From an optimization exercise on the open Yosys and OpenROAD flow, aimed at small area and a short achievable clock period; shortcuts taken in it are not production practice. Function was checked by simulation only, so behaviour that the tests miss may differ from the original. Power figures rest on the tool's default switching activity, not on a simulated workload.

==> flow/design.v, too long to show whole: its modules and the start of the top module <==
// module reflex_core: 1594 lines
// module rc_fa: 4 lines
// module rc_ha: 4 lines
// module rc_pp: 3 lines
module reflex_core (
    input wire clk,
    input wire rst_n,
    input wire signed [15:0] z_pos,
    input wire signed [15:0] z_vel,
    input wire signed [15:0] kp_gain,
    input wire signed [15:0] kd_gain,
    input wire signed [15:0] vel_threshold,
    output wire signed [15:0] u_out,
    output reg guardian_active
);
  // ...
==> flow/run.sh <==
#!/bin/bash
# synth_recipe.tcl (not shown) runs the flow's synth.tcl, then flattens the netlist and writes it again
# the make line also repeats each setting of config.mk as NAME=value (left out here)
make -C /OpenROAD-flow-scripts/flow DESIGN_CONFIG=/design/flow/config.mk WORK_HOME=/design/flow/orfs CLKGATE_MAP_FILE= SYNTH_SCRIPT=/design/flow/synth_recipe.tcl finish
==> flow/config.mk <==
export PLATFORM = sky130hd
export DESIGN_NAME = reflex_core
export DESIGN_NICKNAME = reflex_core
export VERILOG_FILES = /design/flow/design.v
export SDC_FILE = /design/flow/constraint.sdc
export NUM_CORES = 4
export LEC_CHECK = 0
export CAP_MARGIN = 20
export CORE_MARGIN = 2
export CORE_UTILIZATION = 40
export SETUP_SLACK_MARGIN = 3.8
export SLEW_MARGIN = 20
export SYNTH_HIERARCHICAL = 1
==> flow/constraint.sdc <==
create_clock -name core_clock -period 8.0 [get_ports {clk}]
set_input_delay 1.6000 -clock core_clock [delete_from_list [all_inputs] [get_ports {clk}]]
set_output_delay 1.6000 -clock core_clock [all_outputs]
set_load 0.01 [all_outputs]
==> results.json, run 1 <==
{
  "leakage_nw": 7.56,
  "dieArea_sq_um": 42000,
  "grt_max_degree": 54,
  "die_x_um": 205,
  "status": "timing/DRC/antenna clean",
  "clock-root-buffer": "clkbuf_16",
  "ctsHoldBuffers": 0,
  "setup_viol": 0,
  "synth_compound_area_share_pct": 17.1,
  "cts_tree": "done",
  "final_hold_viol_count": 0,
  "nNonClkInverters": 89,
  "grt_pass1_wl_um": 73400,
  "area_delta_synth_final_pct": 21.7,
  "met1_usage_pct": 30.2,
  "synth_mux_area_share_pct": 0.0619,
  "drive_above_1_share_pct": 18.6,
  "final_cell_mix": "xnor2_1, o22ai_1, fa_1",
  "synthTopCellsByArea": "fa_1, dfxtp_1, xnor2_1",
  "synth-edff-count": 0,
  "nMultiInputCombCells": 1297,
  "power.share.sequential_pct": 16.7,
  "post-route-period-util_pct": 58.9,
  "cp-startpoint": "cs[44]",
  "grt_setup_unrepaired": "yes",
  "setup_slack_ns": 3.29,
  "crit_cells": 10,
  "dominant_cells": "multi-input gates",
  "holdPathEnd": "vld_b",
  "synthTopCellsByCount": "xnor2_1, o22ai_1, fa_1",
  "clock_path_buffers": 2,
  "final_core_util_pct": 49.4,
  "register_area_sq_um": 3110,
  "cts_sinks": 147,
  "crit_type": "reg2out",
  "clkbuf_count": 19,
  "start_kind": "flip-flop",
  "hp-start": "vld_a",
  "drc": 0,
  "nets": 2162,
  "critPathRequiredTime_ns": 6.40,
  "synthesis.instances": 1618,
  "grt_pass1_vias": 12900
}
==> run 2: changes to the inputs <==
--- a/flow/design.v
+++ b/flow/design.v
@@ -884,33 +884,33 @@
     wire dq541;
     rc_pp u_dq541 (.onen(bd_one[7]), .twon(bd_two[7]), .x0n(dx524), .x1n(dx523), .pp(dq541));
     wire dq542;
     rc_pp u_dq542 (.onen(bd_one[7]), .twon(bd_two[7]), .x0n(dx525), .x1n(dx524), .pp(dq542));
     wire dq543;
     rc_pp u_dq543 (.onen(bd_one[7]), .twon(bd_two[7]), .x0n(dx526), .x1n(dx525), .pp(dq543));
     wire dt544 = (bd_one[7] & bd_two[7]) | dx526;
     wire s545, c546;
-    rc_ha u_s545 (.a(pq27), .b(pq58), .s(s545), .co(c546));
+    rc_ha u_s545 (.a(bp_ngn[5]), .b(bd_ngn[5]), .s(s545), .co(c546));
     wire s547, c548;
-    rc_fa u_s547 (.a(pq29), .b(pq60), .c(pq91), .s(s547), .co(c548));
+    rc_fa u_s547 (.a(bp_ngn[6]), .b(bd_ngn[6]), .c(pq29), .s(s547), .co(c548));
     wire s549, c550;
-    rc_ha u_s549 (.a(pq122), .b(pq153), .s(s549), .co(c550));
+    rc_ha u_s549 (.a(pq60), .b(pq91), .s(s549), .co(c550));
     wire s551, c552;
     rc_fa u_s551 (.a(pq30), .b(pq61), .c(pq92), .s(s551), .co(c552));
     wire s553, c554;
     rc_ha u_s553 (.a(pq123), .b(pq154), .s(s553), .co(c554));
     wire s555, c556;
-    rc_fa u_s555 (.a(pq31), .b(pq62), .c(pq93), .s(s555), .co(c556));
+    rc_fa u_s555 (.a(bp_ngn[7]), .b(bd_ngn[7]), .c(pq31), .s(s555), .co(c556));
     wire s557, c558;
-    rc_fa u_s557 (.a(pq124), .b(pq155), .c(pq186), .s(s557), .co(c558));
+    rc_fa u_s557 (.a(pq62), .b(pq93), .c(pq124), .s(s557), .co(c558));
     wire s559, c560;
-    rc_fa u_s559 (.a(pq217), .b(pq248), .c(bp_ngn[7]), .s(s559), .co(c560));
+    rc_fa u_s559 (.a(pq155), .b(pq186), .c(pq217), .s(s559), .co(c560));
     wire s561, c562;
-    rc_ha u_s561 (.a(dq296), .b(dq329), .s(s561), .co(c562));
+    rc_ha u_s561 (.a(pq248), .b(dq296), .s(s561), .co(c562));
     wire s563, c564;
     rc_fa u_s563 (.a(pq32), .b(pq63), .c(pq94), .s(s563), .co(c564));
     wire s565, c566;
     rc_fa u_s565 (.a(pq125), .b(pq156), .c(pq187), .s(s565), .co(c566));
     wire s567, c568;
     rc_fa u_s567 (.a(pq218), .b(pq249), .c(dq297), .s(s567), .co(c568));
     wire s569, c570;
     rc_ha u_s569 (.a(dq330), .b(dq363), .s(s569), .co(c570));
@@ -918,89 +918,89 @@
     wire c572 = (1'b1 & pt33) | (1'b1 & pq64) | (pt33 & pq64);
     wire s573, c574;
     rc_fa u_s573 (.a(pq95), .b(pq126), .c(pq157), .s(s573), .co(c574));
     wire s575, c576;
     rc_fa u_s575 (.a(pq188), .b(pq219), .c(pq250), .s(s575), .co(c576));
     wire s577, c578;
     rc_fa u_s577 (.a(dq298), .b(dq331), .c(dq364), .s(s577), .co(c578));
     wire s579, c580;
-    rc_fa u_s579 (.a(pq65), .b(pq96), .c(pq127), .s(s579), .co(c580));
+    rc_fa u_s579 (.a(dt299), .b(pq65), .c(pq96), .s(s579), .co(c580));
     wire s581, c582;
-    rc_fa u_s581 (.a(pq158), .b(pq189), .c(pq220), .s(s581), .co(c582));
+    rc_fa u_s581 (.a(pq127), .b(pq158), .c(pq189), .s(s581), .co(c582));
     wire s583, c584;
-    rc_fa u_s583 (.a(pq251), .b(dt299), .c(dq332), .s(s583), .co(c584));
+    rc_fa u_s583 (.a(pq220), .b(pq251), .c(dq332), .s(s583), .co(c584));
     wire s585, c586;
     rc_fa u_s585 (.a(pt66), .b(pq97), .c(pq128), .s(s585), .co(c586));
     wire s587, c588;
     rc_fa u_s587 (.a(pq159), .b(pq190), .c(pq221), .s(s587), .co(c588));
     wire s589, c590;
-    rc_fa u_s589 (.a(pq98), .b(pq129), .c(pq160), .s(s589), .co(c590));
+    rc_fa u_s589 (.a(dt334), .b(pq98), .c(pq129), .s(s589), .co(c590));
     wire s591, c592;
-    rc_ha u_s591 (.a(pq23), .b(pq54), .s(s591), .co(c592));
+    rc_ha u_s591 (.a(bp_ngn[3]), .b(bd_ngn[3]), .s(s591), .co(c592));
     wire s593, c594;
-    rc_fa u_s593 (.a(pq25), .b(pq56), .c(pq87), .s(s593), .co(c594));
+    rc_fa u_s593 (.a(bp_ngn[4]), .b(bd_ngn[4]), .c(pq25), .s(s593), .co(c594));
     wire s595, c596;
-    rc_ha u_s595 (.a(pq118), .b(pq149), .s(s595), .co(c596));
+    rc_ha u_s595 (.a(pq56), .b(pq87), .s(s595), .co(c596));
     wire s597, c598;
     rc_fa u_s597 (.a(pq26), .b(pq57), .c(pq88), .s(s597), .co(c598));
     wire s599, c600;
     rc_ha u_s599 (.a(pq119), .b(pq150), .s(s599), .co(c600));
     wire s601, c602;
-    rc_fa u_s601 (.a(pq89), .b(pq120), .c(pq151), .s(s601), .co(c602));
+    rc_fa u_s601 (.a(s545), .b(pq27), .c(pq58), .s(s601), .co(c602));
     wire s603, c604;
-    rc_fa u_s603 (.a(pq182), .b(bp_ngn[5]), .c(dq292), .s(s603), .co(c604));
+    rc_fa u_s603 (.a(pq89), .b(pq120), .c(pq151), .s(s603), .co(c604));
     wire s605, c606;
-    rc_fa u_s605 (.a(dq325), .b(dq358), .c(dq391), .s(s605), .co(c606));
+    rc_fa u_s605 (.a(pq182), .b(dq292), .c(dq325), .s(s605), .co(c606));
     wire s607, c608;
-    rc_fa u_s607 (.a(pq28), .b(pq59), .c(pq90), .s(s607), .co(c608));
+    rc_fa u_s607 (.a(c546), .b(pq28), .c(pq59), .s(s607), .co(c608));
     wire s609, c610;
-    rc_fa u_s609 (.a(pq121), .b(pq152), .c(pq183), .s(s609), .co(c610));
+    rc_fa u_s609 (.a(pq90), .b(pq121), .c(pq152), .s(s609), .co(c610));
     wire s611, c612;
-    rc_fa u_s611 (.a(dq293), .b(dq326), .c(dq359), .s(s611), .co(c612));
+    rc_fa u_s611 (.a(pq183), .b(dq293), .c(dq326), .s(s611), .co(c612));
     wire s613, c614;
-    rc_ha u_s613 (.a(dq392), .b(dq425), .s(s613), .co(c614));
+    rc_ha u_s613 (.a(dq359), .b(dq392), .s(s613), .co(c614));
     wire s615, c616;
-    rc_fa u_s615 (.a(pq184), .b(pq215), .c(bp_ngn[6]), .s(s615), .co(c616));
+    rc_fa u_s615 (.a(pq122), .b(pq153), .c(pq184), .s(s615), .co(c616));
     wire s617, c618;
-    rc_fa u_s617 (.a(dq294), .b(dq327), .c(dq360), .s(s617), .co(c618));
+    rc_fa u_s617 (.a(pq215), .b(dq294), .c(dq327), .s(s617), .co(c618));
     wire s619, c620;
-    rc_fa u_s619 (.a(dq393), .b(dq426), .c(dq459), .s(s619), .co(c620));
+    rc_fa u_s619 (.a(dq360), .b(dq393), .c(dq426), .s(s619), .co(c620));
     wire s621, c622;
-    rc_fa u_s621 (.a(dq492), .b(bd_ngn[6]), .c(s547), .s(s621), .co(c622));
+    rc_fa u_s621 (.a(dq459), .b(dq492), .c(s549), .s(s621), .co(c622));
     wire s623, c624;
     rc_fa u_s623 (.a(pq185), .b(pq216), .c(dq295), .s(s623), .co(c624));
     wire s625, c626;
     rc_fa u_s625 (.a(dq328), .b(dq361), .c(dq394), .s(s625), .co(c626));
     wire s627, c628;
     rc_fa u_s627 (.a(dq427), .b(dq460), .c(dq493), .s(s627), .co(c628));
     wire s629, c630;
-    rc_fa u_s629 (.a(c548), .b(c550), .c(s551), .s(s629), .co(c630));
+    rc_fa u_s629 (.a(c550), .b(s553), .c(c548), .s(s629), .co(c630));
     wire s631, c632;
-    rc_fa u_s631 (.a(dq362), .b(dq395), .c(dq428), .s(s631), .co(c632));
+    rc_fa u_s631 (.a(dq329), .b(dq362), .c(dq395), .s(s631), .co(c632));
     wire s633, c634;
-    rc_fa u_s633 (.a(dq461), .b(dq494), .c(dq527), .s(s633), .co(c634));
+    rc_fa u_s633 (.a(dq428), .b(dq461), .c(dq494), .s(s633), .co(c634));
     wire s635, c636;
-    rc_fa u_s635 (.a(bd_ngn[7]), .b(c552), .c(c554), .s(s635), .co(c636));
+    rc_fa u_s635 (.a(dq527), .b(c554), .c(s561), .s(s635), .co(c636));
     wire s637, c638;
-    rc_fa u_s637 (.a(s555), .b(s557), .c(s559), .s(s637), .co(c638));
+    rc_fa u_s637 (.a(c552), .b(s555), .c(s557), .s(s637), .co(c638));
     wire s639, c640;
     rc_fa u_s639 (.a(dq396), .b(dq429), .c(dq462), .s(s639), .co(c640));
     wire s641, c642;
-    rc_fa u_s641 (.a(dq495), .b(dq528), .c(c556), .s(s641), .co(c642));
+    rc_fa u_s641 (.a(dq495), .b(dq528), .c(c562), .s(s641), .co(c642));
     wire s643, c644;
-    rc_fa u_s643 (.a(c558), .b(c560), .c(c562), .s(s643), .co(c644));
+    rc_fa u_s643 (.a(s569), .b(c556), .c(c558), .s(s643), .co(c644));
     wire s645, c646;
-    rc_fa u_s645 (.a(s563), .b(s565), .c(s567), .s(s645), .co(c646));
+    rc_fa u_s645 (.a(c560), .b(s563), .c(s565), .s(s645), .co(c646));
     wire s647, c648;
     rc_fa u_s647 (.a(dq397), .b(dq430), .c(dq463), .s(s647), .co(c648));
     wire s649, c650;
-    rc_fa u_s649 (.a(dq496), .b(dq529), .c(c564), .s(s649), .co(c650));
+    rc_fa u_s649 (.a(dq496), .b(dq529), .c(c570), .s(s649), .co(c650));
     wire s651, c652;
-    rc_fa u_s651 (.a(c566), .b(c568), .c(c570), .s(s651), .co(c652));
+    rc_fa u_s651 (.a(c564), .b(c566), .c(c568), .s(s651), .co(c652));
     wire s653, c654;
     rc_fa u_s653 (.a(s571), .b(s573), .c(s575), .s(s653), .co(c654));
     wire s655, c656;
     rc_fa u_s655 (.a(dq365), .b(dq398), .c(dq431), .s(s655), .co(c656));
     wire s657, c658;
     rc_fa u_s657 (.a(dq464), .b(dq497), .c(dq530), .s(s657), .co(c658));
     wire s659, c660;
     rc_fa u_s659 (.a(c572), .b(c574), .c(c576), .s(s659), .co(c660));
@@ -1010,393 +1010,393 @@
     rc_fa u_s663 (.a(pq252), .b(dq333), .c(dq366), .s(s663), .co(c664));
     wire s665, c666;
     rc_fa u_s665 (.a(dq399), .b(dq432), .c(dq465), .s(s665), .co(c666));
     wire s667, c668;
     rc_fa u_s667 (.a(dq498), .b(dq531), .c(c580), .s(s667), .co(c668));
     wire s669, c670;
     rc_fa u_s669 (.a(c582), .b(c584), .c(s585), .s(s669), .co(c670));
     wire s671, c672;
-    rc_fa u_s671 (.a(pq191), .b(pq222), .c(pq253), .s(s671), .co(c672));
+    rc_fa u_s671 (.a(pq160), .b(pq191), .c(pq222), .s(s671), .co(c672));
     wire s673, c674;
-    rc_fa u_s673 (.a(dt334), .b(dq367), .c(dq400), .s(s673), .co(c674));
+    rc_fa u_s673 (.a(pq253), .b(dq367), .c(dq400), .s(s673), .co(c674));
     wire s675, c676;
     rc_fa u_s675 (.a(dq433), .b(dq466), .c(dq499), .s(s675), .co(c676));
     wire s677, c678;
     rc_fa u_s677 (.a(dq532), .b(c586), .c(c588), .s(s677), .co(c678));
     wire s679, c680;
     rc_fa u_s679 (.a(pt99), .b(pq130), .c(pq161), .s(s679), .co(c680));
     wire s681, c682;
     rc_fa u_s681 (.a(pq192), .b(pq223), .c(pq254), .s(s681), .co(c682));
     wire s683, c684;
     rc_fa u_s683 (.a(dq368), .b(dq401), .c(dq434), .s(s683), .co(c684));
     wire s685, c686;
     rc_fa u_s685 (.a(dq467), .b(dq500), .c(dq533), .s(s685), .co(c686));
     wire s687, c688;
-    rc_fa u_s687 (.a(pq131), .b(pq162), .c(pq193), .s(s687), .co(c688));
+    rc_fa u_s687 (.a(dt369), .b(pq131), .c(pq162), .s(s687), .co(c688));
     wire s689, c690;
-    rc_fa u_s689 (.a(pq224), .b(pq255), .c(dt369), .s(s689), .co(c690));
+    rc_fa u_s689 (.a(pq193), .b(pq224), .c(pq255), .s(s689), .co(c690));
     wire s691, c692;
     rc_fa u_s691 (.a(dq402), .b(dq435), .c(dq468), .s(s691), .co(c692));
     wire s693, c694;
     rc_fa u_s693 (.a(pt132), .b(pq163), .c(pq194), .s(s693), .co(c694));
     wire s695, c696;
     rc_fa u_s695 (.a(pq225), .b(pq256), .c(dq403), .s(s695), .co(c696));
     wire s697, c698;
-    rc_fa u_s697 (.a(pq164), .b(pq195), .c(pq226), .s(s697), .co(c698));
+    rc_fa u_s697 (.a(dt404), .b(pq164), .c(pq195), .s(s697), .co(c698));
     wire s699, c700;
-    rc_fa u_s699 (.a(pq21), .b(pq52), .c(pq83), .s(s699), .co(c700));
+    rc_fa u_s699 (.a(bp_ngn[2]), .b(bd_ngn[2]), .c(pq21), .s(s699), .co(c700));
     wire s701, c702;
     rc_ha u_s701 (.a(pq22), .b(pq53), .s(s701), .co(c702));
     wire s703, c704;
-    rc_fa u_s703 (.a(pq85), .b(pq116), .c(bp_ngn[3]), .s(s703), .co(c704));
+    rc_fa u_s703 (.a(s591), .b(pq23), .c(pq54), .s(s703), .co(c704));
     wire s705, c706;
-    rc_fa u_s705 (.a(dq288), .b(dq321), .c(dq354), .s(s705), .co(c706));
+    rc_fa u_s705 (.a(pq85), .b(pq116), .c(dq288), .s(s705), .co(c706));
     wire s707, c708;
-    rc_fa u_s707 (.a(pq24), .b(pq55), .c(pq86), .s(s707), .co(c708));
+    rc_fa u_s707 (.a(c592), .b(pq24), .c(pq55), .s(s707), .co(c708));
     wire s709, c710;
-    rc_fa u_s709 (.a(pq117), .b(dq289), .c(dq322), .s(s709), .co(c710));
+    rc_fa u_s709 (.a(pq86), .b(pq117), .c(dq289), .s(s709), .co(c710));
     wire s711, c712;
-    rc_ha u_s711 (.a(dq355), .b(dq388), .s(s711), .co(c712));
+    rc_ha u_s711 (.a(dq322), .b(dq355), .s(s711), .co(c712));
     wire s713, c714;
-    rc_fa u_s713 (.a(bp_ngn[4]), .b(dq290), .c(dq323), .s(s713), .co(c714));
+    rc_fa u_s713 (.a(pq118), .b(pq149), .c(dq290), .s(s713), .co(c714));
     wire s715, c716;
-    rc_fa u_s715 (.a(dq356), .b(dq389), .c(dq422), .s(s715), .co(c716));
+    rc_fa u_s715 (.a(dq323), .b(dq356), .c(dq389), .s(s715), .co(c716));
     wire s717, c718;
-    rc_fa u_s717 (.a(bd_ngn[4]), .b(s593), .c(s595), .s(s717), .co(c718));
+    rc_fa u_s717 (.a(dq422), .b(s595), .c(s593), .s(s717), .co(c718));
     wire s719, c720;
     rc_fa u_s719 (.a(dq291), .b(dq324), .c(dq357), .s(s719), .co(c720));
     wire s721, c722;
-    rc_fa u_s721 (.a(dq390), .b(dq423), .c(c594), .s(s721), .co(c722));
+    rc_fa u_s721 (.a(dq390), .b(dq423), .c(c596), .s(s721), .co(c722));
     wire s723, c724;
-    rc_fa u_s723 (.a(c596), .b(s597), .c(s599), .s(s723), .co(c724));
+    rc_fa u_s723 (.a(s599), .b(c594), .c(s597), .s(s723), .co(c724));
     wire s725, c726;
-    rc_fa u_s725 (.a(dq424), .b(dq457), .c(bd_ngn[5]), .s(s725), .co(c726));
+    rc_fa u_s725 (.a(dq358), .b(dq391), .c(dq424), .s(s725), .co(c726));
     wire s727, c728;
-    rc_fa u_s727 (.a(s545), .b(c598), .c(c600), .s(s727), .co(c728));
+    rc_fa u_s727 (.a(dq457), .b(c600), .c(c598), .s(s727), .co(c728));
     wire s729, c730;
     rc_fa u_s729 (.a(s601), .b(s603), .c(s605), .s(s729), .co(c730));
     wire s731, c732;
-    rc_fa u_s731 (.a(dq458), .b(c546), .c(c602), .s(s731), .co(c732));
+    rc_fa u_s731 (.a(dq425), .b(dq458), .c(s613), .s(s731), .co(c732));
     wire s733, c734;
-    rc_fa u_s733 (.a(c604), .b(c606), .c(s607), .s(s733), .co(c734));
+    rc_fa u_s733 (.a(c602), .b(c604), .c(c606), .s(s733), .co(c734));
     wire s735, c736;
-    rc_fa u_s735 (.a(s609), .b(s611), .c(s613), .s(s735), .co(c736));
+    rc_fa u_s735 (.a(s607), .b(s609), .c(s611), .s(s735), .co(c736));
     wire s737, c738;
-    rc_fa u_s737 (.a(s549), .b(c608), .c(c610), .s(s737), .co(c738));
+    rc_fa u_s737 (.a(c614), .b(c608), .c(c610), .s(s737), .co(c738));
     wire s739, c740;
-    rc_fa u_s739 (.a(c612), .b(c614), .c(s615), .s(s739), .co(c740));
+    rc_fa u_s739 (.a(c612), .b(s547), .c(s615), .s(s739), .co(c740));
     wire s741, c742;
     rc_fa u_s741 (.a(s617), .b(s619), .c(s621), .s(s741), .co(c742));
     wire s743, c744;
-    rc_fa u_s743 (.a(s553), .b(c616), .c(c618), .s(s743), .co(c744));
+    rc_fa u_s743 (.a(c616), .b(c618), .c(c620), .s(s743), .co(c744));
     wire s745, c746;
-    rc_fa u_s745 (.a(c620), .b(c622), .c(s623), .s(s745), .co(c746));
+    rc_fa u_s745 (.a(s551), .b(s623), .c(s625), .s(s745), .co(c746));
     wire s747, c748;
-    rc_fa u_s747 (.a(s625), .b(s627), .c(s629), .s(s747), .co(c748));
+    rc_fa u_s747 (.a(s627), .b(c622), .c(s629), .s(s747), .co(c748));
     wire s749, c750;
-    rc_fa u_s749 (.a(s561), .b(c624), .c(c626), .s(s749), .co(c750));
+    rc_fa u_s749 (.a(c624), .b(c626), .c(c628), .s(s749), .co(c750));
     wire s751, c752;
-    rc_fa u_s751 (.a(c628), .b(c630), .c(s631), .s(s751), .co(c752));
+    rc_fa u_s751 (.a(s559), .b(s631), .c(s633), .s(s751), .co(c752));
     wire s753, c754;
-    rc_fa u_s753 (.a(s633), .b(s635), .c(s637), .s(s753), .co(c754));
+    rc_fa u_s753 (.a(s635), .b(c630), .c(s637), .s(s753), .co(c754));
     wire s755, c756;
-    rc_fa u_s755 (.a(s569), .b(c632), .c(c634), .s(s755), .co(c756));
+    rc_fa u_s755 (.a(c632), .b(c634), .c(s567), .s(s755), .co(c756));
     wire s757, c758;
-    rc_fa u_s757 (.a(c636), .b(c638), .c(s639), .s(s757), .co(c758));
+    rc_fa u_s757 (.a(s639), .b(c636), .c(s641), .s(s757), .co(c758));
     wire s759, c760;
-    rc_fa u_s759 (.a(s641), .b(s643), .c(s645), .s(s759), .co(c760));
+    rc_fa u_s759 (.a(c638), .b(s643), .c(s645), .s(s759), .co(c760));
     wire s761, c762;
-    rc_fa u_s761 (.a(s577), .b(c640), .c(c642), .s(s761), .co(c762));
+    rc_fa u_s761 (.a(c640), .b(s577), .c(s647), .s(s761), .co(c762));
     wire s763, c764;
-    rc_fa u_s763 (.a(c644), .b(c646), .c(s647), .s(s763), .co(c764));
+    rc_fa u_s763 (.a(c642), .b(s649), .c(c644), .s(s763), .co(c764));
     wire s765, c766;
-    rc_fa u_s765 (.a(s649), .b(s651), .c(s653), .s(s765), .co(c766));
+    rc_fa u_s765 (.a(c646), .b(s651), .c(s653), .s(s765), .co(c766));
     wire s767, c768;
-    rc_fa u_s767 (.a(s583), .b(c648), .c(c650), .s(s767), .co(c768));
+    rc_fa u_s767 (.a(c648), .b(s583), .c(s655), .s(s767), .co(c768));
     wire s769, c770;
-    rc_fa u_s769 (.a(c652), .b(c654), .c(s655), .s(s769), .co(c770));
+    rc_fa u_s769 (.a(s657), .b(c650), .c(c652), .s(s769), .co(c770));
     wire s771, c772;
-    rc_fa u_s771 (.a(s657), .b(s659), .c(s661), .s(s771), .co(c772));
+    rc_fa u_s771 (.a(c654), .b(s659), .c(s661), .s(s771), .co(c772));
     wire s773, c774;
-    rc_fa u_s773 (.a(s587), .b(c656), .c(c658), .s(s773), .co(c774));
+    rc_fa u_s773 (.a(c656), .b(c658), .c(s587), .s(s773), .co(c774));
     wire s775, c776;
-    rc_fa u_s775 (.a(c660), .b(c662), .c(s663), .s(s775), .co(c776));
+    rc_fa u_s775 (.a(s663), .b(s665), .c(c660), .s(s775), .co(c776));
     wire s777, c778;
-    rc_fa u_s777 (.a(s665), .b(s667), .c(s669), .s(s777), .co(c778));
+    rc_fa u_s777 (.a(c662), .b(s667), .c(s669), .s(s777), .co(c778));
     wire s779, c780;
-    rc_fa u_s779 (.a(s589), .b(c664), .c(c666), .s(s779), .co(c780));
+    rc_fa u_s779 (.a(c664), .b(c666), .c(s589), .s(s779), .co(c780));
     wire s781, c782;
-    rc_fa u_s781 (.a(c668), .b(c670), .c(s671), .s(s781), .co(c782));
+    rc_fa u_s781 (.a(s671), .b(s673), .c(s675), .s(s781), .co(c782));
     wire s783, c784;
-    rc_fa u_s783 (.a(s673), .b(s675), .c(s677), .s(s783), .co(c784));
+    rc_fa u_s783 (.a(c668), .b(c670), .c(s677), .s(s783), .co(c784));
     wire s785, c786;
     rc_fa u_s785 (.a(c590), .b(c672), .c(c674), .s(s785), .co(c786));
     wire s787, c788;
-    rc_fa u_s787 (.a(c676), .b(c678), .c(s679), .s(s787), .co(c788));
+    rc_fa u_s787 (.a(c676), .b(s679), .c(s681), .s(s787), .co(c788));
     wire s789, c790;
-    rc_fa u_s789 (.a(s681), .b(s683), .c(s685), .s(s789), .co(c790));
+    rc_fa u_s789 (.a(s683), .b(s685), .c(c678), .s(s789), .co(c790));
     wire s791, c792;
     rc_fa u_s791 (.a(dq501), .b(dq534), .c(c680), .s(s791), .co(c792));
     wire s793, c794;
     rc_fa u_s793 (.a(c682), .b(c684), .c(c686), .s(s793), .co(c794));
     wire s795, c796;
     rc_fa u_s795 (.a(s687), .b(s689), .c(s691), .s(s795), .co(c796));
     wire s797, c798;
     rc_fa u_s797 (.a(dq436), .b(dq469), .c(dq502), .s(s797), .co(c798));
     wire s799, c800;
     rc_fa u_s799 (.a(dq535), .b(c688), .c(c690), .s(s799), .co(c800));
     wire s801, c802;
     rc_fa u_s801 (.a(c692), .b(s693), .c(s695), .s(s801), .co(c802));
     wire s803, c804;
-    rc_fa u_s803 (.a(pq257), .b(dt404), .c(dq437), .s(s803), .co(c804));
+    rc_fa u_s803 (.a(pq226), .b(pq257), .c(dq437), .s(s803), .co(c804));
     wire s805, c806;
     rc_fa u_s805 (.a(dq470), .b(dq503), .c(dq536), .s(s805), .co(c806));
     wire s807, c808;
     rc_fa u_s807 (.a(c694), .b(c696), .c(s697), .s(s807), .co(c808));
     wire s809, c810;
     rc_fa u_s809 (.a(pt165), .b(pq196), .c(pq227), .s(s809), .co(c810));
     wire s811, c812;
     rc_fa u_s811 (.a(pq258), .b(dq438), .c(dq471), .s(s811), .co(c812));
     wire s813, c814;
     rc_fa u_s813 (.a(dq504), .b(dq537), .c(c698), .s(s813), .co(c814));
     wire s815, c816;
-    rc_fa u_s815 (.a(pq197), .b(pq228), .c(pq259), .s(s815), .co(c816));
+    rc_fa u_s815 (.a(dt439), .b(pq197), .c(pq228), .s(s815), .co(c816));
     wire s817, c818;
-    rc_fa u_s817 (.a(dt439), .b(dq472), .c(dq505), .s(s817), .co(c818));
+    rc_fa u_s817 (.a(pq259), .b(dq472), .c(dq505), .s(s817), .co(c818));
     wire s819, c820;
     rc_fa u_s819 (.a(pt198), .b(pq229), .c(pq260), .s(s819), .co(c820));
     wire s821, c822;
-    rc_fa u_s821 (.a(pq19), .b(pq50), .c(bp_ngn[1]), .s(s821), .co(c822));
+    rc_fa u_s821 (.a(bp_ngn[1]), .b(bd_ngn[1]), .c(pq19), .s(s821), .co(c822));
     wire s823, c824;
     rc_ha u_s823 (.a(pq20), .b(pq51), .s(s823), .co(c824));
     wire s825, c826;
-    rc_fa u_s825 (.a(bp_ngn[2]), .b(dq286), .c(dq319), .s(s825), .co(c826));
+    rc_fa u_s825 (.a(pq52), .b(pq83), .c(dq286), .s(s825), .co(c826));
     wire s827, c828;
-    rc_ha u_s827 (.a(dq352), .b(bd_ngn[2]), .s(s827), .co(c828));
+    rc_ha u_s827 (.a(dq319), .b(dq352), .s(s827), .co(c828));
     wire s829, c830;
     rc_fa u_s829 (.a(pq84), .b(dq287), .c(dq320), .s(s829), .co(c830));
     wire s831, c832;
-    rc_fa u_s831 (.a(dq353), .b(c700), .c(s701), .s(s831), .co(c832));
+    rc_fa u_s831 (.a(dq353), .b(s701), .c(c700), .s(s831), .co(c832));
     wire s833, c834;
-    rc_fa u_s833 (.a(dq387), .b(bd_ngn[3]), .c(s591), .s(s833), .co(c834));
+    rc_fa u_s833 (.a(dq321), .b(dq354), .c(dq387), .s(s833), .co(c834));
     wire s835, c836;
     rc_fa u_s835 (.a(c702), .b(s703), .c(s705), .s(s835), .co(c836));
     wire s837, c838;
-    rc_fa u_s837 (.a(c592), .b(c704), .c(c706), .s(s837), .co(c838));
+    rc_fa u_s837 (.a(dq388), .b(s711), .c(c704), .s(s837), .co(c838));
     wire s839, c840;
-    rc_fa u_s839 (.a(s707), .b(s709), .c(s711), .s(s839), .co(c840));
+    rc_fa u_s839 (.a(c706), .b(s707), .c(s709), .s(s839), .co(c840));
     wire s841, c842;
-    rc_fa u_s841 (.a(c708), .b(c710), .c(c712), .s(s841), .co(c842));
+    rc_fa u_s841 (.a(c712), .b(c708), .c(c710), .s(s841), .co(c842));
     wire s843, c844;
     rc_fa u_s843 (.a(s713), .b(s715), .c(s717), .s(s843), .co(c844));
     wire s845, c846;
-    rc_fa u_s845 (.a(c714), .b(c716), .c(c718), .s(s845), .co(c846));
+    rc_fa u_s845 (.a(c714), .b(c716), .c(s719), .s(s845), .co(c846));
     wire s847, c848;
-    rc_fa u_s847 (.a(s719), .b(s721), .c(s723), .s(s847), .co(c848));
+    rc_fa u_s847 (.a(s721), .b(c718), .c(s723), .s(s847), .co(c848));
     wire s849, c850;
-    rc_fa u_s849 (.a(c720), .b(c722), .c(c724), .s(s849), .co(c850));
+    rc_fa u_s849 (.a(c720), .b(s725), .c(c722), .s(s849), .co(c850));
     wire s851, c852;
-    rc_fa u_s851 (.a(s725), .b(s727), .c(s729), .s(s851), .co(c852));
+    rc_fa u_s851 (.a(c724), .b(s727), .c(s729), .s(s851), .co(c852));
     wire s853, c854;
-    rc_fa u_s853 (.a(c726), .b(c728), .c(c730), .s(s853), .co(c854));
+    rc_fa u_s853 (.a(c726), .b(s731), .c(c728), .s(s853), .co(c854));
     wire s855, c856;
-    rc_fa u_s855 (.a(s731), .b(s733), .c(s735), .s(s855), .co(c856));
+    rc_fa u_s855 (.a(c730), .b(s733), .c(s735), .s(s855), .co(c856));
     wire s857, c858;
     rc_fa u_s857 (.a(c732), .b(c734), .c(c736), .s(s857), .co(c858));
     wire s859, c860;
     rc_fa u_s859 (.a(s737), .b(s739), .c(s741), .s(s859), .co(c860));
     wire s861, c862;
-    rc_fa u_s861 (.a(c738), .b(c740), .c(c742), .s(s861), .co(c862));
+    rc_fa u_s861 (.a(c738), .b(c740), .c(s743), .s(s861), .co(c862));
     wire s863, c864;
-    rc_fa u_s863 (.a(s743), .b(s745), .c(s747), .s(s863), .co(c864));
+    rc_fa u_s863 (.a(s745), .b(c742), .c(s747), .s(s863), .co(c864));
     wire s865, c866;
-    rc_fa u_s865 (.a(c744), .b(c746), .c(c748), .s(s865), .co(c866));
+    rc_fa u_s865 (.a(c744), .b(c746), .c(s749), .s(s865), .co(c866));
     wire s867, c868;
-    rc_fa u_s867 (.a(s749), .b(s751), .c(s753), .s(s867), .co(c868));
+    rc_fa u_s867 (.a(s751), .b(c748), .c(s753), .s(s867), .co(c868));
     wire s869, c870;
-    rc_fa u_s869 (.a(c750), .b(c752), .c(c754), .s(s869), .co(c870));
+    rc_fa u_s869 (.a(c750), .b(c752), .c(s755), .s(s869), .co(c870));
     wire s871, c872;
-    rc_fa u_s871 (.a(s755), .b(s757), .c(s759), .s(s871), .co(c872));
+    rc_fa u_s871 (.a(s757), .b(c754), .c(s759), .s(s871), .co(c872));
     wire s873, c874;
-    rc_fa u_s873 (.a(c756), .b(c758), .c(c760), .s(s873), .co(c874));
+    rc_fa u_s873 (.a(c756), .b(s761), .c(c758), .s(s873), .co(c874));
     wire s875, c876;
-    rc_fa u_s875 (.a(s761), .b(s763), .c(s765), .s(s875), .co(c876));
+    rc_fa u_s875 (.a(s763), .b(c760), .c(s765), .s(s875), .co(c876));
     wire s877, c878;
-    rc_fa u_s877 (.a(c762), .b(c764), .c(c766), .s(s877), .co(c878));
+    rc_fa u_s877 (.a(c762), .b(s767), .c(c764), .s(s877), .co(c878));
     wire s879, c880;
-    rc_fa u_s879 (.a(s767), .b(s769), .c(s771), .s(s879), .co(c880));
+    rc_fa u_s879 (.a(s769), .b(c766), .c(s771), .s(s879), .co(c880));
     wire s881, c882;
-    rc_fa u_s881 (.a(c768), .b(c770), .c(c772), .s(s881), .co(c882));
+    rc_fa u_s881 (.a(c768), .b(s773), .c(c770), .s(s881), .co(c882));
     wire s883, c884;
-    rc_fa u_s883 (.a(s773), .b(s775), .c(s777), .s(s883), .co(c884));
+    rc_fa u_s883 (.a(s775), .b(c772), .c(s777), .s(s883), .co(c884));
     wire s885, c886;
-    rc_fa u_s885 (.a(c774), .b(c776), .c(c778), .s(s885), .co(c886));
+    rc_fa u_s885 (.a(c774), .b(s779), .c(s781), .s(s885), .co(c886));
     wire s887, c888;
-    rc_fa u_s887 (.a(s779), .b(s781), .c(s783), .s(s887), .co(c888));
+    rc_fa u_s887 (.a(c776), .b(c778), .c(s783), .s(s887), .co(c888));
     wire s889, c890;
-    rc_fa u_s889 (.a(c780), .b(c782), .c(c784), .s(s889), .co(c890));
+    rc_fa u_s889 (.a(c780), .b(c782), .c(s785), .s(s889), .co(c890));
     wire s891, c892;
-    rc_fa u_s891 (.a(s785), .b(s787), .c(s789), .s(s891), .co(c892));
+    rc_fa u_s891 (.a(s787), .b(c784), .c(s789), .s(s891), .co(c892));
     wire s893, c894;
-    rc_fa u_s893 (.a(c786), .b(c788), .c(c790), .s(s893), .co(c894));
+    rc_fa u_s893 (.a(c786), .b(c788), .c(s791), .s(s893), .co(c894));
     wire s895, c896;
-    rc_fa u_s895 (.a(s791), .b(s793), .c(s795), .s(s895), .co(c896));
+    rc_fa u_s895 (.a(s793), .b(s795), .c(c790), .s(s895), .co(c896));
     wire s897, c898;
-    rc_fa u_s897 (.a(c792), .b(c794), .c(c796), .s(s897), .co(c898));
+    rc_fa u_s897 (.a(s797), .b(c792), .c(c794), .s(s897), .co(c898));
     wire s899, c900;
-    rc_fa u_s899 (.a(s797), .b(s799), .c(s801), .s(s899), .co(c900));
+    rc_fa u_s899 (.a(c796), .b(s799), .c(s801), .s(s899), .co(c900));
     wire s901, c902;
-    rc_fa u_s901 (.a(c798), .b(c800), .c(c802), .s(s901), .co(c902));
+    rc_fa u_s901 (.a(c798), .b(s803), .c(s805), .s(s901), .co(c902));
     wire s903, c904;
-    rc_fa u_s903 (.a(s803), .b(s805), .c(s807), .s(s903), .co(c904));
+    rc_fa u_s903 (.a(c800), .b(c802), .c(s807), .s(s903), .co(c904));
     wire s905, c906;
-    rc_fa u_s905 (.a(c804), .b(c806), .c(c808), .s(s905), .co(c906));
+    rc_fa u_s905 (.a(c804), .b(c806), .c(s809), .s(s905), .co(c906));
     wire s907, c908;
-    rc_fa u_s907 (.a(s809), .b(s811), .c(s813), .s(s907), .co(c908));
+    rc_fa u_s907 (.a(s811), .b(c808), .c(s813), .s(s907), .co(c908));
     wire s909, c910;
     rc_fa u_s909 (.a(dq538), .b(c810), .c(c812), .s(s909), .co(c910));
     wire s911, c912;
-    rc_fa u_s911 (.a(c814), .b(s815), .c(s817), .s(s911), .co(c912));
+    rc_fa u_s911 (.a(s815), .b(s817), .c(c814), .s(s911), .co(c912));
     wire s913, c914;
     rc_fa u_s913 (.a(dq473), .b(dq506), .c(dq539), .s(s913), .co(c914));
     wire s915, c916;
     rc_fa u_s915 (.a(c816), .b(c818), .c(s819), .s(s915), .co(c916));
     wire s917, c918;
-    rc_fa u_s917 (.a(pq230), .b(pq261), .c(dt474), .s(s917), .co(c918));
+    rc_fa u_s917 (.a(dt474), .b(pq230), .c(pq261), .s(s917), .co(c918));
     wire s919, c920;
     rc_fa u_s919 (.a(dq507), .b(dq540), .c(c820), .s(s919), .co(c920));
     wire s921, c922;
     rc_fa u_s921 (.a(pt231), .b(pq262), .c(dq508), .s(s921), .co(c922));
     wire s923, c924;
-    rc_ha u_s923 (.a(pq17), .b(bp_ngn[0]), .s(s923), .co(c924));
+    rc_ha u_s923 (.a(bp_ngn[0]), .b(bd_ngn[0]), .s(s923), .co(c924));
     wire s925, c926;
-    rc_ha u_s925 (.a(dq284), .b(dq317), .s(s925), .co(c926));
+    rc_ha u_s925 (.a(pq50), .b(dq284), .s(s925), .co(c926));
     wire s927, c928;
-    rc_fa u_s927 (.a(dq285), .b(dq318), .c(c822), .s(s927), .co(c928));
+    rc_fa u_s927 (.a(dq285), .b(dq318), .c(s823), .s(s927), .co(c928));
     wire s929, c930;
-    rc_fa u_s929 (.a(s699), .b(c824), .c(s825), .s(s929), .co(c930));
+    rc_fa u_s929 (.a(c824), .b(s827), .c(s699), .s(s929), .co(c930));
     wire s931, c932;
-    rc_fa u_s931 (.a(c826), .b(c828), .c(s829), .s(s931), .co(c932));
+    rc_fa u_s931 (.a(c828), .b(c826), .c(s829), .s(s931), .co(c932));
     wire s933, c934;
-    rc_fa u_s933 (.a(c830), .b(c832), .c(s833), .s(s933), .co(c934));
+    rc_fa u_s933 (.a(c830), .b(s833), .c(c832), .s(s933), .co(c934));
     wire s935, c936;
     rc_fa u_s935 (.a(c834), .b(c836), .c(s837), .s(s935), .co(c936));
     wire s937, c938;
     rc_fa u_s937 (.a(c838), .b(c840), .c(s841), .s(s937), .co(c938));
     wire s939, c940;
-    rc_fa u_s939 (.a(c842), .b(c844), .c(s845), .s(s939), .co(c940));
+    rc_fa u_s939 (.a(c842), .b(s845), .c(c844), .s(s939), .co(c940));
     wire s941, c942;
-    rc_fa u_s941 (.a(c846), .b(c848), .c(s849), .s(s941), .co(c942));
+    rc_fa u_s941 (.a(c846), .b(s849), .c(c848), .s(s941), .co(c942));
     wire s943, c944;
-    rc_fa u_s943 (.a(c850), .b(c852), .c(s853), .s(s943), .co(c944));
+    rc_fa u_s943 (.a(c850), .b(s853), .c(c852), .s(s943), .co(c944));
     wire s945, c946;
     rc_fa u_s945 (.a(c854), .b(c856), .c(s857), .s(s945), .co(c946));
     wire s947, c948;
-    rc_fa u_s947 (.a(c858), .b(c860), .c(s861), .s(s947), .co(c948));
+    rc_fa u_s947 (.a(c858), .b(s861), .c(c860), .s(s947), .co(c948));
     wire s949, c950;
-    rc_fa u_s949 (.a(c862), .b(c864), .c(s865), .s(s949), .co(c950));
+    rc_fa u_s949 (.a(c862), .b(s865), .c(c864), .s(s949), .co(c950));
     wire s951, c952;
-    rc_fa u_s951 (.a(c866), .b(c868), .c(s869), .s(s951), .co(c952));
+    rc_fa u_s951 (.a(c866), .b(s869), .c(c868), .s(s951), .co(c952));
     wire s953, c954;
-    rc_fa u_s953 (.a(c870), .b(c872), .c(s873), .s(s953), .co(c954));
+    rc_fa u_s953 (.a(c870), .b(s873), .c(c872), .s(s953), .co(c954));
     wire s955, c956;
-    rc_fa u_s955 (.a(c874), .b(c876), .c(s877), .s(s955), .co(c956));
+    rc_fa u_s955 (.a(c874), .b(s877), .c(c876), .s(s955), .co(c956));
     wire s957, c958;
-    rc_fa u_s957 (.a(c878), .b(c880), .c(s881), .s(s957), .co(c958));
+    rc_fa u_s957 (.a(c878), .b(s881), .c(c880), .s(s957), .co(c958));
     wire s959, c960;
-    rc_fa u_s959 (.a(c882), .b(c884), .c(s885), .s(s959), .co(c960));
+    rc_fa u_s959 (.a(s885), .b(c882), .c(c884), .s(s959), .co(c960));
     wire s961, c962;
-    rc_fa u_s961 (.a(c886), .b(c888), .c(s889), .s(s961), .co(c962));
+    rc_fa u_s961 (.a(c886), .b(s889), .c(s891), .s(s961), .co(c962));
     wire s963, c964;
-    rc_fa u_s963 (.a(c890), .b(c892), .c(s893), .s(s963), .co(c964));
+    rc_fa u_s963 (.a(c890), .b(s893), .c(c892), .s(s963), .co(c964));
     wire s965, c966;
-    rc_fa u_s965 (.a(c894), .b(c896), .c(s897), .s(s965), .co(c966));
+    rc_fa u_s965 (.a(c894), .b(s897), .c(s899), .s(s965), .co(c966));
     wire s967, c968;
-    rc_fa u_s967 (.a(c898), .b(c900), .c(s901), .s(s967), .co(c968));
+    rc_fa u_s967 (.a(s901), .b(c898), .c(c900), .s(s967), .co(c968));
     wire s969, c970;
-    rc_fa u_s969 (.a(c902), .b(c904), .c(s905), .s(s969), .co(c970));
+    rc_fa u_s969 (.a(c902), .b(s905), .c(c904), .s(s969), .co(c970));
     wire s971, c972;
-    rc_fa u_s971 (.a(c906), .b(c908), .c(s909), .s(s971), .co(c972));
+    rc_fa u_s971 (.a(c906), .b(s909), .c(c908), .s(s971), .co(c972));
     wire s973, c974;
-    rc_fa u_s973 (.a(c910), .b(c912), .c(s913), .s(s973), .co(c974));
+    rc_fa u_s973 (.a(s913), .b(c910), .c(s915), .s(s973), .co(c974));
     wire s975, c976;
-    rc_fa u_s975 (.a(c914), .b(c916), .c(s917), .s(s975), .co(c976));
+    rc_fa u_s975 (.a(c914), .b(s917), .c(c916), .s(s975), .co(c976));
     wire s977, c978;
-    rc_fa u_s977 (.a(dq541), .b(c918), .c(c920), .s(s977), .co(c978));
+    rc_fa u_s977 (.a(dq541), .b(c918), .c(s921), .s(s977), .co(c978));
     wire s979, c980;
-    rc_fa u_s979 (.a(pq263), .b(dt509), .c(dq542), .s(s979), .co(c980));
+    rc_fa u_s979 (.a(dt509), .b(pq263), .c(dq542), .s(s979), .co(c980));
     wire s981, c982;
-    rc_ha u_s981 (.a(dq282), .b(bd_ngn[0]), .s(s981), .co(c982));
+    rc_ha u_s981 (.a(s923), .b(pq17), .s(s981), .co(c982));
     wire s983, c984;
-    rc_fa u_s983 (.a(pq18), .b(dq283), .c(c924), .s(s983), .co(c984));
+    rc_fa u_s983 (.a(c924), .b(pq18), .c(dq283), .s(s983), .co(c984));
     wire s985, c986;
-    rc_fa u_s985 (.a(bd_ngn[1]), .b(s821), .c(s925), .s(s985), .co(c986));
+    rc_fa u_s985 (.a(dq317), .b(s925), .c(s821), .s(s985), .co(c986));
     wire s987, c988;
-    rc_fa u_s987 (.a(s823), .b(c926), .c(s927), .s(s987), .co(c988));
+    rc_fa u_s987 (.a(c926), .b(c822), .c(s927), .s(s987), .co(c988));
     wire s989, c990;
-    rc_fa u_s989 (.a(s827), .b(c928), .c(s929), .s(s989), .co(c990));
+    rc_fa u_s989 (.a(s825), .b(c928), .c(s929), .s(s989), .co(c990));
     wire s991, c992;
     rc_fa u_s991 (.a(s831), .b(c930), .c(s931), .s(s991), .co(c992));
     wire s993, c994;
-    rc_fa u_s993 (.a(s835), .b(c932), .c(s933), .s(s993), .co(c994));
+    rc_fa u_s993 (.a(c932), .b(s835), .c(s933), .s(s993), .co(c994));
     wire s995, c996;
     rc_fa u_s995 (.a(s839), .b(c934), .c(s935), .s(s995), .co(c996));
     wire s997, c998;
-    rc_fa u_s997 (.a(s843), .b(c936), .c(s937), .s(s997), .co(c998));
+    rc_fa u_s997 (.a(c936), .b(s937), .c(s843), .s(s997), .co(c998));
     wire s999, c1000;
-    rc_fa u_s999 (.a(s847), .b(c938), .c(s939), .s(s999), .co(c1000));
+    rc_fa u_s999 (.a(c938), .b(s847), .c(s939), .s(s999), .co(c1000));
     wire s1001, c1002;
     rc_fa u_s1001 (.a(s851), .b(c940), .c(s941), .s(s1001), .co(c1002));
     wire s1003, c1004;
     rc_fa u_s1003 (.a(s855), .b(c942), .c(s943), .s(s1003), .co(c1004));
     wire s1005, c1006;
     rc_fa u_s1005 (.a(s859), .b(c944), .c(s945), .s(s1005), .co(c1006));
     wire s1007, c1008;
-    rc_fa u_s1007 (.a(s863), .b(c946), .c(s947), .s(s1007), .co(c1008));
+    rc_fa u_s1007 (.a(c946), .b(s863), .c(s947), .s(s1007), .co(c1008));
     wire s1009, c1010;
     rc_fa u_s1009 (.a(s867), .b(c948), .c(s949), .s(s1009), .co(c1010));
     wire s1011, c1012;
     rc_fa u_s1011 (.a(s871), .b(c950), .c(s951), .s(s1011), .co(c1012));
     wire s1013, c1014;
     rc_fa u_s1013 (.a(s875), .b(c952), .c(s953), .s(s1013), .co(c1014));
     wire s1015, c1016;
     rc_fa u_s1015 (.a(s879), .b(c954), .c(s955), .s(s1015), .co(c1016));
     wire s1017, c1018;
     rc_fa u_s1017 (.a(s883), .b(c956), .c(s957), .s(s1017), .co(c1018));
     wire s1019, c1020;
     rc_fa u_s1019 (.a(s887), .b(c958), .c(s959), .s(s1019), .co(c1020));
     wire s1021, c1022;
-    rc_fa u_s1021 (.a(s891), .b(c960), .c(s961), .s(s1021), .co(c1022));
+    rc_fa u_s1021 (.a(c888), .b(s961), .c(c960), .s(s1021), .co(c1022));
     wire s1023, c1024;
     rc_fa u_s1023 (.a(s895), .b(c962), .c(s963), .s(s1023), .co(c1024));
     wire s1025, c1026;
-    rc_fa u_s1025 (.a(s899), .b(c964), .c(s965), .s(s1025), .co(c1026));
+    rc_fa u_s1025 (.a(c896), .b(s965), .c(c964), .s(s1025), .co(c1026));
     wire s1027, c1028;
     rc_fa u_s1027 (.a(s903), .b(c966), .c(s967), .s(s1027), .co(c1028));
     wire s1029, c1030;
     rc_fa u_s1029 (.a(s907), .b(c968), .c(s969), .s(s1029), .co(c1030));
     wire s1031, c1032;
-    rc_fa u_s1031 (.a(s911), .b(c970), .c(s971), .s(s1031), .co(c1032));
+    rc_fa u_s1031 (.a(s911), .b(s971), .c(c970), .s(s1031), .co(c1032));
     wire s1033, c1034;
-    rc_fa u_s1033 (.a(s915), .b(c972), .c(s973), .s(s1033), .co(c1034));
+    rc_fa u_s1033 (.a(c912), .b(s973), .c(c972), .s(s1033), .co(c1034));
     wire s1035, c1036;
     rc_fa u_s1035 (.a(s919), .b(c974), .c(s975), .s(s1035), .co(c1036));
     wire s1037, c1038;
-    rc_fa u_s1037 (.a(s921), .b(c976), .c(s977), .s(s1037), .co(c1038));
+    rc_fa u_s1037 (.a(c920), .b(s977), .c(c976), .s(s1037), .co(c1038));
     wire s1039, c1040;
-    rc_fa u_s1039 (.a(c922), .b(c978), .c(s979), .s(s1039), .co(c1040));
+    rc_fa u_s1039 (.a(c922), .b(s979), .c(c978), .s(s1039), .co(c1040));
     wire s1041, c1042;
     rc_fa u_s1041 (.a(pt264), .b(dq543), .c(c980), .s(s1041), .co(c1042));
     reg vld_b;
     always @(posedge clk or negedge rst_n)
         if (!rst_n) vld_b <= 1'b0;
         else vld_b <= vld_a;
     reg [62:0] cs;
-    always @(posedge clk) cs <= {(dt544 ^ c1042), (c1040 & s1041), (c1040 ^ s1041), (c1038 & s1039), (c1038 ^ s1039), (c1036 & s1037), (c1036 ^ s1037), (c1034 & s1035), (c1034 ^ s1035), (c1032 & s1033), (c1032 ^ s1033), (c1030 & s1031), (c1030 ^ s1031), (c1028 & s1029), (c1028 ^ s1029), (c1026 & s1027), (c1026 ^ s1027), (c1024 & s1025), (c1024 ^ s1025), (c1022 & s1023), (c1022 ^ s1023), (c1020 & s1021), (c1020 ^ s1021), (c1018 & s1019), (c1018 ^ s1019), (c1016 & s1017), (c1016 ^ s1017), (c1014 & s1015), (c1014 ^ s1015), (c1012 & s1013), (c1012 ^ s1013), (c1010 & s1011), (c1010 ^ s1011), (c1008 & s1009), (c1008 ^ s1009), (c1006 & s1007), (c1006 ^ s1007), (c1004 & s1005), (c1004 ^ s1005), (c1002 & s1003), (c1002 ^ s1003), (c1000 & s1001), (c1000 ^ s1001), (c998 & s999), (c998 ^ s999), (c996 & s997), (c996 ^ s997), (c994 & s995), (c994 ^ s995), (c992 & s993), (c992 ^ s993), (c990 & s991), (c990 ^ s991), (c988 & s989), (c988 ^ s989), (c986 & s987), (c986 ^ s987), (c984 & s985), (c984 ^ s985), (c982 & s983), (c982 ^ s983), (s923 & s981), (s923 ^ s981)};
+    always @(posedge clk) cs <= {(dt544 ^ c1042), (c1040 & s1041), (c1040 ^ s1041), (c1038 & s1039), (c1038 ^ s1039), (c1036 & s1037), (c1036 ^ s1037), (c1034 & s1035), (c1034 ^ s1035), (c1032 & s1033), (c1032 ^ s1033), (c1030 & s1031), (c1030 ^ s1031), (c1028 & s1029), (c1028 ^ s1029), (c1026 & s1027), (c1026 ^ s1027), (c1024 & s1025), (c1024 ^ s1025), (c1022 & s1023), (c1022 ^ s1023), (c1020 & s1021), (c1020 ^ s1021), (c1018 & s1019), (c1018 ^ s1019), (c1016 & s1017), (c1016 ^ s1017), (c1014 & s1015), (c1014 ^ s1015), (c1012 & s1013), (c1012 ^ s1013), (c1010 & s1011), (c1010 ^ s1011), (c1008 & s1009), (c1008 ^ s1009), (c1006 & s1007), (c1006 ^ s1007), (c1004 & s1005), (c1004 ^ s1005), (c1002 & s1003), (c1002 ^ s1003), (c1000 & s1001), (c1000 ^ s1001), (c998 & s999), (c998 ^ s999), (c996 & s997), (c996 ^ s997), (c994 & s995), (c994 ^ s995), (c992 & s993), (c992 ^ s993), (c990 & s991), (c990 ^ s991), (c988 & s989), (c988 ^ s989), (c986 & s987), (c986 ^ s987), (c984 & s985), (c984 ^ s985), (c982 & s983), (c982 ^ s983), (dq282 & s981), (dq282 ^ s981)};
     wire [31:0] rp = {cs[62], cs[60], cs[58], cs[56], cs[54], cs[52], cs[50], cs[48], cs[46], cs[44], cs[42], cs[40], cs[38], cs[36], cs[34], cs[32], cs[30], cs[28], cs[26], cs[24], cs[22], cs[20], cs[18], cs[16], cs[14], cs[12], cs[10], cs[8], cs[6], cs[4], cs[2], cs[0]};
     wire [31:0] rg = {1'b0, cs[61], cs[59], cs[57], cs[55], cs[53], cs[51], cs[49], cs[47], cs[45], cs[43], cs[41], cs[39], cs[37], cs[35], cs[33], cs[31], cs[29], cs[27], cs[25], cs[23], cs[21], cs[19], cs[17], cs[15], cs[13], cs[11], cs[9], cs[7], cs[5], cs[3], cs[1]};
     wire [31:0] rk = ~(rp | rg);
     wire pg0_1 = rg[1] | (rp[1] & rg[0]);
     wire pp0_1 = rp[1] & rp[0];
     wire pg0_3 = rg[3] | (rp[3] & rg[2]);
     wire pp0_3 = rp[3] & rp[2];
     wire pg0_5 = rg[5] | (rp[5] & rg[4]);
@@ -1574,27 +1574,28 @@
     assign c[25] = pg4_24;
     assign c[26] = pg4_25;
     assign c[27] = pg4_26;
     assign c[28] = pg4_27;
     assign c[29] = pg4_28;
     assign c[30] = pg4_29;
     assign c[31] = pg4_30;
     wire [31:0] r = rp ^ {c[31:1], 1'b0};
-    wire z_hi = ~(rp[11] ^ c[11]) & ~(~rk[11] ^ rp[12]) & ~(~rk[12] ^ rp[13]) & ~(~rk[13] ^ rp[14]) & ~(~rk[14] ^ rp[15]) & ~(~rk[15] ^ rp[16]) & ~(~rk[16] ^ rp[17]) & ~(~rk[17] ^ rp[18]) & ~(~rk[18] ^ rp[19]) & ~(~rk[19] ^ rp[20]) & ~(~rk[20] ^ rp[21]) & ~(~rk[21] ^ rp[22]) & ~(~rk[22] ^ rp[23]) & ~(~rk[23] ^ rp[24]) & ~(~rk[24] ^ rp[25]) & ~(~rk[25] ^ rp[26]) & ~(~rk[26] ^ rp[27]) & ~(~rk[27] ^ rp[28]) & ~(~rk[28] ^ rp[29]) & ~(~rk[29] ^ rp[30]);
-    wire o_hi = (rp[11] ^ c[11]) & ~(rg[11] ^ ~rp[12]) & ~(rg[12] ^ ~rp[13]) & ~(rg[13] ^ ~rp[14]) & ~(rg[14] ^ ~rp[15]) & ~(rg[15] ^ ~rp[16]) & ~(rg[16] ^ ~rp[17]) & ~(rg[17] ^ ~rp[18]) & ~(rg[18] ^ ~rp[19]) & ~(rg[19] ^ ~rp[20]) & ~(rg[20] ^ ~rp[21]) & ~(rg[21] ^ ~rp[22]) & ~(rg[22] ^ ~rp[23]) & ~(rg[23] ^ ~rp[24]) & ~(rg[24] ^ ~rp[25]) & ~(rg[25] ^ ~rp[26]) & ~(rg[26] ^ ~rp[27]) & ~(rg[27] ^ ~rp[28]) & ~(rg[28] ^ ~rp[29]) & ~(rg[29] ^ ~rp[30]);
+    wire z_hi = ~(rp[11] ^ c[11]) & ~(~rk[11] ^ rp[12]) & ~(~rk[12] ^ rp[13]) & ~(~rk[13] ^ rp[14]) & ~(~rk[14] ^ rp[15]) & ~(~rk[15] ^ rp[16]) & ~(~rk[16] ^ rp[17]) & ~(~rk[17] ^ rp[18]) & ~(~rk[18] ^ rp[19]) & ~(~rk[19] ^ rp[20]) & ~(~rk[20] ^ rp[21]) & ~(~rk[21] ^ rp[22]) & ~(~rk[22] ^ rp[23]) & ~(~rk[23] ^ rp[24]) & ~(~rk[24] ^ rp[25]) & ~(~rk[25] ^ rp[26]) & ~(~rk[26] ^ rp[27]) & ~(~rk[27] ^ rp[28]) & ~(~rk[28] ^ rp[29]) & ~(~rk[29] ^ rp[30]) & ~(~rk[30] ^ rp[31]);
+    wire o_hi = (rp[11] ^ c[11]) & ~(rg[11] ^ ~rp[12]) & ~(rg[12] ^ ~rp[13]) & ~(rg[13] ^ ~rp[14]) & ~(rg[14] ^ ~rp[15]) & ~(rg[15] ^ ~rp[16]) & ~(rg[16] ^ ~rp[17]) & ~(rg[17] ^ ~rp[18]) & ~(rg[18] ^ ~rp[19]) & ~(rg[19] ^ ~rp[20]) & ~(rg[20] ^ ~rp[21]) & ~(rg[21] ^ ~rp[22]) & ~(rg[22] ^ ~rp[23]) & ~(rg[23] ^ ~rp[24]) & ~(rg[24] ^ ~rp[25]) & ~(rg[25] ^ ~rp[26]) & ~(rg[26] ^ ~rp[27]) & ~(rg[27] ^ ~rp[28]) & ~(rg[28] ^ ~rp[29]) & ~(rg[29] ^ ~rp[30]) & ~(rg[30] ^ ~rp[31]);
     wire f_a = (rp[5] ^ c[5]) & ~(rg[5] ^ ~rp[6]) & ~(rg[6] ^ ~rp[7]) & ~(rg[7] ^ ~rp[8]) & ~(rg[8] ^ ~rp[9]) & ~(rg[9] ^ ~rp[10]);
     wire f_b = (rp[4] ^ c[4]) & ~(rg[4] ^ rp[5]) & ~(~rk[5] ^ ~rp[6]) & ~(rg[6] ^ ~rp[7]) & ~(rg[7] ^ ~rp[8]) & ~(rg[8] ^ ~rp[9]) & ~(rg[9] ^ ~rp[10]);
     wire f_c = ~rp[0] & ~(~rk[0] ^ rp[1]) & ~(~rk[1] ^ rp[2]) & ~(~rk[2] ^ rp[3]);
     wire f_d = ~(rp[6] ^ c[6]) & ~(~rk[6] ^ rp[7]) & ~(~rk[7] ^ rp[8]) & ~(~rk[8] ^ rp[9]) & ~(~rk[9] ^ rp[10]);
     wire f_e = (rp[4] ^ c[4]) & ~(rg[4] ^ ~rp[5]);
     wire gt2000 = f_a | (f_b & ~f_c);
     wire lt48 = f_d & ~f_e;
-    wire sat_hi = ~r[31] & (~z_hi | gt2000);
-    wire sat_lo = r[31] & (~o_hi | lt48);
+    wire fits = z_hi | o_hi;
+    wire sat_hi = fits ? (z_hi & gt2000) : ~r[31];
+    wire sat_lo = fits ? (o_hi & lt48) : r[31];
     assign u_out = ~vld_b ? 16'd0 : sat_hi ? 16'd2000 : sat_lo ? 16'hf830 : r[15:0];
 endmodule
 module rc_fa (input wire a, input wire b, input wire c, output wire s, output wire co);
     assign s = a ^ b ^ c;
     assign co = (a & b) | (a & c) | (b & c);
 endmodule
 module rc_ha (input wire a, input wire b, output wire s, output wire co);
     assign s = a ^ b;
==> flow/config.mk (replaced) <==
export PLATFORM = sky130hd
export DESIGN_NAME = reflex_core
export DESIGN_NICKNAME = reflex_core
export VERILOG_FILES = /design/flow/design.v
export SDC_FILE = /design/flow/constraint.sdc
export NUM_CORES = 4
export LEC_CHECK = 0
export CAP_MARGIN = 20
export CORE_MARGIN = 2
export CORE_UTILIZATION = 40
export SETUP_SLACK_MARGIN = 3.5
export SLEW_MARGIN = 20
export SYNTH_HIERARCHICAL = 1
==> run 2 against run 1 <==
- still clean
- synthesized area shrank 3.5%
- utilization shrank 2.9 points
- die area shrank 3.4%
- first-iteration DRC count grew 9.5%
- clock skew grew 0.0049 ns
- wire length shrank 9.2%
- via count shrank 8.1%
- non-clock buffer count shrank 63
- count of clock-buffer cells in the layout is the same
- synthesized cell count shrank 6.2%
- sequential share of layout area grew 0.98 points
- largest cell class unchanged
- largest power group unchanged
==> results.json, run 2 <==
{
  "register_area_sq_um": 3010,
  "grtUsageTotal_pct": 21.7,
  "dp_hpwl_um": 36400,
  "synth_cell_type_count": 61,
  "post-route-period-util_pct": 57.4,
  "synth_top_family_by_area": "adder cells",
  "final_hold_viol_count": 0,
  "setup_viol": 0,
  "tns_ns": 0,
  "dieArea_sq_um": 40600,
  "holdPathEnd": "vld_b",
  "grt_max_degree": 20,
  "clock_path_buffers": 2,
  "grt.overflow.total": 0,
  "drc": 0,
  "setup_slack_ns": 3.41,
  "ctsHoldBuffers": 0,
  "antenna_cells": 0,
  "max_cap_viol_count": 0,
  "nets": 2012,
  "holdWs_ns": 0.351,
  "status": "timing/DRC/antenna clean",
  "die_h_um": 201,
  "vias": 12000,
  "synth_top_cell_by_area": "fa_1",
  "fmax_mhz": 218,
  "clk-insertion-delay-late_ns": 0.44,
  "wirelength_um": 43100,
  "port_buffers": 98,
  "cp_data_arrival_time_ns": 2.99,
  "total_power_mw": 7.98,
  "r2r-end": "cs[30]",
  "drt-initial-drc-count": 862,
  "hp-class": "reg2reg",
  "post-synth-top-area-fraction_pct": 29.8,
  "synth.cell_area_sq_um": 15600,
  "pin_count": 99,
  "yosys.area_share.simple_pct": 5.32,
  "yosysSeqAreaShare_pct": 19.0,
  "synthesis.nets": 1940,
  "synth-main-ff-cell": "dfxtp_1",
  "core-area_sq_um": 38600,
  "floorplan.initialDensity_pct": 40.5,
  "dr_wl_met3_um": 3440,
  "hp-start": "vld_a",
  "drv_slew": 0,
  "path_clk_slew_ns": 0.07,
  "cts_tree": "done",
  "ys_async_sr_fraction_pct": 2.04,
  "h-tree-depth": 4,
  "critPathMaxFanout": 6,
  "antenna_left": 0,
  "r2r_cells": 9,
  "ys.warnings.count": 7,
  "synthesis.instances": 1518,
  "rrSetupSlack_ns": 3.63,
  "layout_commonest_cell": "xnor2_1",
  "synth_xor_area_share_pct": 16.3,
  "gp_congestion": 0.958,
  "drive_above_1_share_pct": 9.42,
  "die_x_um": 201,
  "leakage_nw": 6.94,
  "grt_pass1_vias": 12300,
  "fin_crit_ns": 4.59,
  "hold_depth": 0,
  "via_per_inst": 5.66,
  "rows": 72,
  "synth.ff_latch_count": 147,
  "syn_avg_cell_area_sq_um": 10.3,
  "synth_mux_area_share_pct": 1.04,
  "numCtsBuffers": 17,
  "place_ws_ns": 3.08,
  "met2_length_um": 19300,
  "largest_reg_flops": 63,
  "fillCellCount": 3656,
  "crit_type": "reg2out",
  "synthAdderAreaFrac_pct": 38.4,
  "final_cell_mix": "xnor2_1, o22ai_1, fa_1",
  "synthTopCellsByArea": "fa_1, dfxtp_1, xnor2_1",
  "worstSetupEndpointType": "primary output",
  "synth-edff-count": 0,
  "peakVddDrop_mv": 0.272,
  "skew_ns": 0.0126,
  "worst_pin_slew_ns": 0.688,
  "routedWlPerCell_um": 20.3,
  "route.top_layer_used": "met4",
  "p_per_area_nw_per_um2": 445,
  "slew-limit-headroom_pct": 54.0,
  "grt_pass1_wl_um": 68800,
  "synth_compound_area_share_pct": 15.9,
  "regMostFlops": "cs",
  "critPathRequiredTime_ns": 6.40,
  "multi_input_area_sq_um": 12200,
  "synth.most_common_cell": "xnor2_1",
  "firstDrtPassIters": 5,
  "start_kind": "flip-flop",
  "r2r_start": "bp_ngn[3]",
  "cts_sinks": 147,
  "area_delta_synth_final_pct": 14.9,
  "antenna_found_initial": 0,
  "m1WireLength_um": 19500,
  "clock-root-buffer": "clkbuf_16",
  "grt_setup_unrepaired": "yes",
  "synthTopCellsByCount": "xnor2_1, o22ai_1, fa_1",
  "top_regs": "cs x63, zv x17, zp x16"
}
==> run 2: cell types whose count changed after synthesis, moves of 14 or more <==
cell      previous run  this run
nand2b_1            19         5
a221oi_1            15         1
o211ai_1            23         7
clkbuf_1            66        45
nand2_1             35        20
nor3_1              42        27
==> run 2: worst max path at each step <==
stage                     cells after the start  slack [ns]   endpoint  startpoint
after floorplan                              11        3.58     cs[32]   bp_ngn[4]
after global placement                        9        3.11   u_out[3]      cs[56]
after detailed placement                      9        3.08   u_out[3]      cs[56]
after CTS                                     9        3.40   u_out[3]      cs[56]
after global routing                         10        3.29   u_out[3]      cs[56]
final                                        10        3.41  u_out[14]      cs[56]
==> run 2: per-layer routing <==
metal | vias to the layer above | track usage [%]
li1 | 5524 | -
met1 | 5950 | 30.3
met2 | 458 | 34.6
met5 | - | 0
met4 | 0 | 6.09
met3 | 66 | 4.08
==> run 2: through the flow <==
step | cells | utilization, % | instance area [sq um]
4_1_cts | 2114 | 46.0 | 17700
5_1_grt | 2121 | 46.5 | 17900
3_5_place_dp | 2071 | 44.1 | 17000
3_3_place_gp | 2071 | 44.1 | 17000
6_report | 2121 | 46.5 | 17900
2_1_floorplan | 1518 | - | 15600
==> run 2: cell type report <==
class | count | area share (%)
multi-input cells | 1207 | 68.3
flip-flops and latches | 147 | 16.8
repair buffers | 125 | 6.21
well taps | 518 | 3.62
clock buffers | 19 | 2.47
inverters | 92 | 1.93
clock inverters | 13 | 0.656
==> run 2: critical path, stage by stage (launching register included) <==
cell      delay (ns)
dfxtp_4         0.36
xnor2_2         0.17
nand2b_1        0.09
a221o_1         0.33
or4_4           0.55
a211oi_4        0.22
buf_4           0.15
a211oi_2        0.04
or3_4           0.40
a21oi_2         0.11
buf_2           0.13
==> run 2: modules after synthesis, one instance, submodules excluded <==
module       times used  area, sq um
reflex_core           1         9100
rc_fa               232         20.0
rc_ha                16         12.5
rc_pp               264         6.26
==> run 2: logic make-up (layout without fill, tap and decap cells) <==
logic type,Yosys count,in the layout
AO/OA/AOI/OAI,393,393
XOR/XNOR,290,290
adder cells (fa/ha/maj),340,340
buffers and inverters,164,249
flip-flops,147,147
multiplexers,16,16
other,1,1
AND/OR/NAND/NOR,167,167
==> run 2: power by group <==
part	switching (mW)	internal, mW	total [mW]	leakage, nW
combinational	3.01	2.72	5.73	5.43
clock	0.357	0.416	0.773	0.267
sequential	0.367	1.11	1.48	1.25
==> run 2: what timing repair did <==
action                     4_1_cts  5_1_grt
setup endpoints to repair       28       33
setup buffers                   11        7
gates resized for setup        114       41
pin swaps                       19       17
cloned                           0        0

re-timing with driven ports:
Ports are ideal in the flow. The routed layouts listed here were re-timed in OpenROAD.
Step 1 sets driving cells, clkbuf_16 on the clock port and buf_2 on the other inputs (assumed; they add their load-dependent delay and slew).
Step 2, shift: input delay + t, output delay - t, t = (earliest + latest rising clock arrival at the registers) / 2. This alone moves slack from input paths to output paths.
Three values: ideal, step 1, step 2; two values: the first two.
| run | t, ns | slack for setup (ns) | worst slew at a driven data input, ns | pins driven straight from the clock port |
|---|---|---|---|---|
| run 1 | 0.481 | 3.287 / 3.236 / 3.490 | 0.05 | 1 |
| run 2 | 0.487 | 3.406 / 3.356 / 3.543 | 0.04 | 1 |
After both steps setup and hold are still met in every run listed.
